Context: an optimization exercise on an open-source flow, tuned for small area. The choices shown serve that exercise and are no tape-out recipe.
At most, simulation tests tie the RTL to the original design; equivalence was not proved.
No driver is modelled on the clock port, so clocking that relies on it looks cheaper here than on a real chip.
Power and IR drop assume default switching activity.

Design quick_rs232, start of the top module:
module quick_rs232 (
    input  wire       clk,
    input  wire       rst,
    input  wire       rx,
    output reg        tx,
    input  wire       rts,
    output wire       cts,
    input  wire       rx_read,
    output reg        rx_err,
    output wire [7:0] rx_data,
    output reg        rx_byte_received,
    input  wire       tx_transaction,
    input  wire [7:0] tx_data,
    input  wire       tx_data_ready,
    output reg        tx_data_copied,
    output reg        tx_busy
);
==> flow/config.mk <==
export PLATFORM = sky130hd
export DESIGN_NAME = quick_rs232
export DESIGN_NICKNAME = quick_rs232
export VERILOG_FILES = /design/flow/design.v
export SDC_FILE = /design/flow/constraint.sdc
export NUM_CORES = 4
export LEC_CHECK = 0
export CAP_MARGIN = 20
export CORE_MARGIN = 2
export CORE_UTILIZATION = 40
export SLEW_MARGIN = 20
==> flow/constraint.sdc <==
create_clock -name core_clock -period 10.0 [get_ports {clk}]
set_input_delay 2.0000 -clock core_clock [delete_from_list [all_inputs] [get_ports {clk}]]
set_output_delay 2.0000 -clock core_clock [all_outputs]
set_load 0.01 [all_outputs]
run.sh (not shown) runs the stock make flow with config.mk's settings and CLKGATE_MAP_FILE= SYNTH_SCRIPT=/design/flow/synth_recipe.tcl, a recipe that flattens the netlist after the stock synthesis.
Then changed:
--- a/flow/config.mk
+++ b/flow/config.mk
@@ -9,3 +9,6 @@
 export CORE_MARGIN = 2
-export CORE_UTILIZATION = 40
+export CORE_UTILIZATION = 60
+export CTS_BUF_LIST = sky130_fd_sc_hd__clkbuf_8
+export CTS_CLUSTER_DIAMETER = 60
+export CTS_CLUSTER_SIZE = 20
 export SLEW_MARGIN = 20
Outcome: Setup slack improved by 0.072 ns. Final cell count came out lower by about 10%. Global-route usage goes up by 8.4 points. Register-to-register slack gets worse by 0.25 ns. Cell area decreases by about 2%. Wire length went down by about 0.5%.
No functional check of the RTL was part of any run of this note.

========
quick_rs232, a different RTL version from the one above (not shown whole).
Size: about 610 cells after synthesis, roughly 200 flip-flops.
export LEC_CHECK = 0
export CAP_MARGIN = 20
export CORE_MARGIN = 2
export CORE_UTILIZATION = 60
export SLEW_MARGIN = 20
create_clock -name core_clock -period 10.0 [get_ports {clk}]
standard.sh (not shown) runs the stock make flow with config.mk's settings and CLKGATE_MAP_FILE= SYNTH_SCRIPT=/design/flow/synth_recipe.tcl, a recipe that flattens the netlist after the stock synthesis.
==> flow/flow/run.sh <==
#!/bin/bash
# Layout flow: ORFS as in the standard layout, with these changes:
#  - synthesis is the standard synthesis script (flow/synth.tcl sources
#    ORFS's synth.tcl with -nofsm -noshare, flattens and renames the same way)
#    except that the combinational logic is mapped with an area-oriented ABC
#    script (flow/area.abc) and without Yosys's full/half-adder extraction;
#    the registers are the standard synthesis's;
#  - ports are buffered with the smallest buffer (buf_1);
#  - CTS builds its tree from clkbuf_4 and inserts no dummy loads; then
#    flow/cts_fix.tcl upsizes the clock buffers whose flip-flops see a slow
#    clock edge.
# make's output goes to make.log and ORFS's per-step logs to orfs/logs/;
# writing the final DEF goes to write_def.log.
set -euo pipefail
W=$PWD
F=$W/flow
cat > $W/own_config.mk <<EOC
include $W/config.mk
export BUFFER_PORTS_ARGS = -buffer_cell sky130_fd_sc_hd__buf_1
export CTS_ARGS = -sink_clustering_enable -repair_clock_nets -buf_list sky130_fd_sc_hd__clkbuf_4 -dont_use_dummy_load
export POST_CTS_TCL = $F/cts_fix.tcl
EOC
make -C "$FLOW_HOME" DESIGN_CONFIG=$W/own_config.mk WORK_HOME=$W/orfs CLKGATE_MAP_FILE= \
    SYNTH_SCRIPT=$F/synth.tcl ADDER_MAP_FILE= finish > $W/make.log 2>&1
R=$W/orfs/results/$FLOW_PLATFORM/quick_rs232/base
: # left out here: write the final layout as DEF
==> flow/flow/area.abc <==
strash
fraig
dc2
fraig
dch
amap -A 16 -F 4
topo
strash
dch
amap -A 16 -F 4
topo
Other scripts of this flow, unchanged in this note and not shown: flow/flow/cts_fix.tcl, flow/flow/synth.tcl
Edit:
==> flow/flow/area.abc (replaced) <==
strash
fraig
dc2
fraig
dch -f
amap -A 16 -F 4
topo
CORE_UTILIZATION = 75   (was 60)
After rerunning: Worst setup slack loses 0.23 ns; sequential cell count stays the same; first-iteration DRC count increases by about a fifth; sequential power fell slightly; utilization goes up by 17 points; design area hardly moves; global-route usage increases by 4.7 points; die area went down by about a fifth; power increases slightly.

========
Another version of the RTL of quick_rs232 (not shown whole).
For scale: roughly 620 cells after synthesis, about 200 flip-flops, roughly 6500 um2 of cells after synthesis.
==> flow/config.mk <==
export PLATFORM = sky130hd
export DESIGN_NAME = quick_rs232
export DESIGN_NICKNAME = quick_rs232
export VERILOG_FILES = /design/flow/design.v
export SDC_FILE = /design/flow/constraint.sdc
export NUM_CORES = 4
export LEC_CHECK = 0
export CAP_MARGIN = 20
export CORE_MARGIN = 2
export CORE_UTILIZATION = 60
export SLEW_MARGIN = 20
==> flow/constraint.sdc <==
create_clock -name core_clock -period 10.0 [get_ports {clk}]
set_input_delay 2.0000 -clock core_clock [delete_from_list [all_inputs] [get_ports {clk}]]
set_output_delay 2.0000 -clock core_clock [all_outputs]
set_load 0.01 [all_outputs]
==> flow/flow/run.sh <==
#!/bin/bash
# Layout flow: ORFS as in the standard layout, with these changes:
#  - synthesis is the standard synthesis script (flow/synth.tcl sources
#    ORFS's synth.tcl with -nofsm -noshare, flattens and renames the same way)
#    except that the combinational logic is mapped with an area-oriented ABC
#    script (flow/area.abc) and without Yosys's full/half-adder extraction;
#    the registers are the standard synthesis's;
#  - ports are buffered with the smallest buffer (buf_1);
#  - CTS builds its tree from clkbuf_8 and inserts no dummy loads.
# make's output goes to make.log and ORFS's per-step logs to orfs/logs/;
# writing the final DEF goes to write_def.log.
set -euo pipefail
W=$PWD
F=$W/flow
cat > $W/own_config.mk <<EOC
include $W/config.mk
export BUFFER_PORTS_ARGS = -buffer_cell sky130_fd_sc_hd__buf_1
export CTS_ARGS = -sink_clustering_enable -repair_clock_nets -buf_list sky130_fd_sc_hd__clkbuf_8 -dont_use_dummy_load
EOC
make -C "$FLOW_HOME" DESIGN_CONFIG=$W/own_config.mk WORK_HOME=$W/orfs CLKGATE_MAP_FILE= \
    SYNTH_SCRIPT=$F/synth.tcl ADDER_MAP_FILE= finish > $W/make.log 2>&1
R=$W/orfs/results/$FLOW_PLATFORM/quick_rs232/base
: # left out here: write the final layout as DEF
==> flow/flow/area.abc <==
strash
fraig
dc2
fraig
dch -f
amap -A 16 -F 4
topo
==> flow/flow/synth.tcl <==
proc synth {args} { yosys synth -nofsm -noshare {*}$args }
set ::my_abc_script [file join [file dirname [file normalize [info script]]] area.abc]
proc abc {args} {
  set i [lsearch -exact $args -script]
  if { $i >= 0 } { lset args [expr {$i + 1}] $::my_abc_script }
  puts "abc (area script): $args"
  yosys abc {*}$args
}
source $::env(SCRIPTS_DIR)/synth.tcl
# left out here: clear keep_hierarchy, flatten, clean up, hide names made inside functions, write 1_2_yosys.v
Edit:
--- a/flow/flow/run.sh
+++ b/flow/flow/run.sh
@@ -9 +9,3 @@
-#  - CTS builds its tree from clkbuf_8 and inserts no dummy loads.
+#  - CTS builds its tree from clkbuf_4 and inserts no dummy loads; then
+#    flow/cts_fix.tcl upsizes the clock buffers whose flip-flops see a slow
+#    clock edge.
@@ -18 +20,2 @@
-export CTS_ARGS = -sink_clustering_enable -repair_clock_nets -buf_list sky130_fd_sc_hd__clkbuf_8 -dont_use_dummy_load
+export CTS_ARGS = -sink_clustering_enable -repair_clock_nets -buf_list sky130_fd_sc_hd__clkbuf_4 -dont_use_dummy_load
+export POST_CTS_TCL = $F/cts_fix.tcl
==> flow/flow/cts_fix.tcl (new file) <==
# POST_CTS hook: CTS builds its tree from clkbuf_4; any clock buffer whose
# flip-flop clock pins see a slew above 105 ps (placement estimate) becomes a
# clkbuf_8, then any still above 108 ps a clkbuf_16. Then legalize again.
proc clk_pin_slew {pin} {
  set w 0
  foreach e {rise fall} { foreach a {min max} {
    set s [expr {[sta::time_ui_sta [get_property $pin slew_${a}_$e]] * 1e12}]
    if {$s > $w} {set w $s}
  }}
  return $w
}
proc fix_clock_slew {thr bigcell} {
  set n 0
  foreach inst [get_cells clkbuf*] {
    set out [get_pins -of_objects $inst -filter "direction == output"]
    set net [get_nets -of_objects $out]
    set worst 0
    foreach p [get_pins -of_objects $net -filter "direction == input"] {
      set s [clk_pin_slew $p]
      if {$s > $worst} {set worst $s}
    }
    if {$worst > $thr && [get_property [get_lib_cells -of_objects $inst] name] ne $bigcell} {
      replace_cell $inst $bigcell
      incr n
    }
  }
  puts "fix_clock_slew: $n clock buffers above $thr ps made $bigcell"
}
estimate_parasitics -placement
fix_clock_slew 105 sky130_fd_sc_hd__clkbuf_8
estimate_parasitics -placement
fix_clock_slew 108 sky130_fd_sc_hd__clkbuf_16
estimate_parasitics -placement
detailed_placement
check_placement -verbose
The new run completed without violations.
Core utilization hardly moves.
Clock skew decreases by 20 ps.
Setup slack is better by 53 ps.
Design area is about the same.
Total power barely changes.
Die area is unchanged.
Via count is higher by 1.4%.
Sequential share of layout area is about the same.

## what the ideal ports hide
No port has a modelled driver above. Below, the same layouts with a new extraction and two added sets of constraints. Step 1 assumes that a clkbuf_16 drives the clock port and a buf_2 every other input. Step 2, shift: input delay + t, output delay - t, t = (earliest + latest rising clock arrival at the registers) / 2. This alone moves slack from input paths to output paths. a / b / c = no drivers / after step 1 / after step 2; a / b = the first two.
| run | t, ns | slack for setup (ns) | worst setup path after step 2 | clock arrival spread, ns | worst register clock-pin slew, ns |
|---|---|---|---|---|---|
| the first run of note 1 | 0.471 | 6.370 / 6.395 / 5.924 | input to register | 0.014 / 0.014 | 0.08 / 0.08 |
| the second run of note 1 | 0.502 | 6.442 / 6.462 / 5.960 | input to register | 0.014 / 0.013 | 0.10 / 0.10 |
| the first run of note 2 | 0.413 | 6.221 / 6.179 / 6.319 | input to register | 0.036 / 0.036 | 0.11 / 0.11 |
| the second run of note 2 | 0.413 | 5.993 / 5.955 / 6.347 | input to register | 0.025 / 0.025 | 0.10 / 0.10 |
| the first run of note 3 | 0.471 | 6.095 / 6.065 / 6.253 | register to register | 0.054 / 0.054 | 0.12 / 0.12 |
| the second run of note 3 | 0.405 | 6.149 / 6.113 / 6.222 | register to register | 0.031 / 0.031 | 0.11 / 0.11 |
After both steps every run listed still meets setup and hold. For the second run of note 1, which loses most, drivers alone change the setup slack by +0.020 ns; drivers and shift together by -0.482 ns.
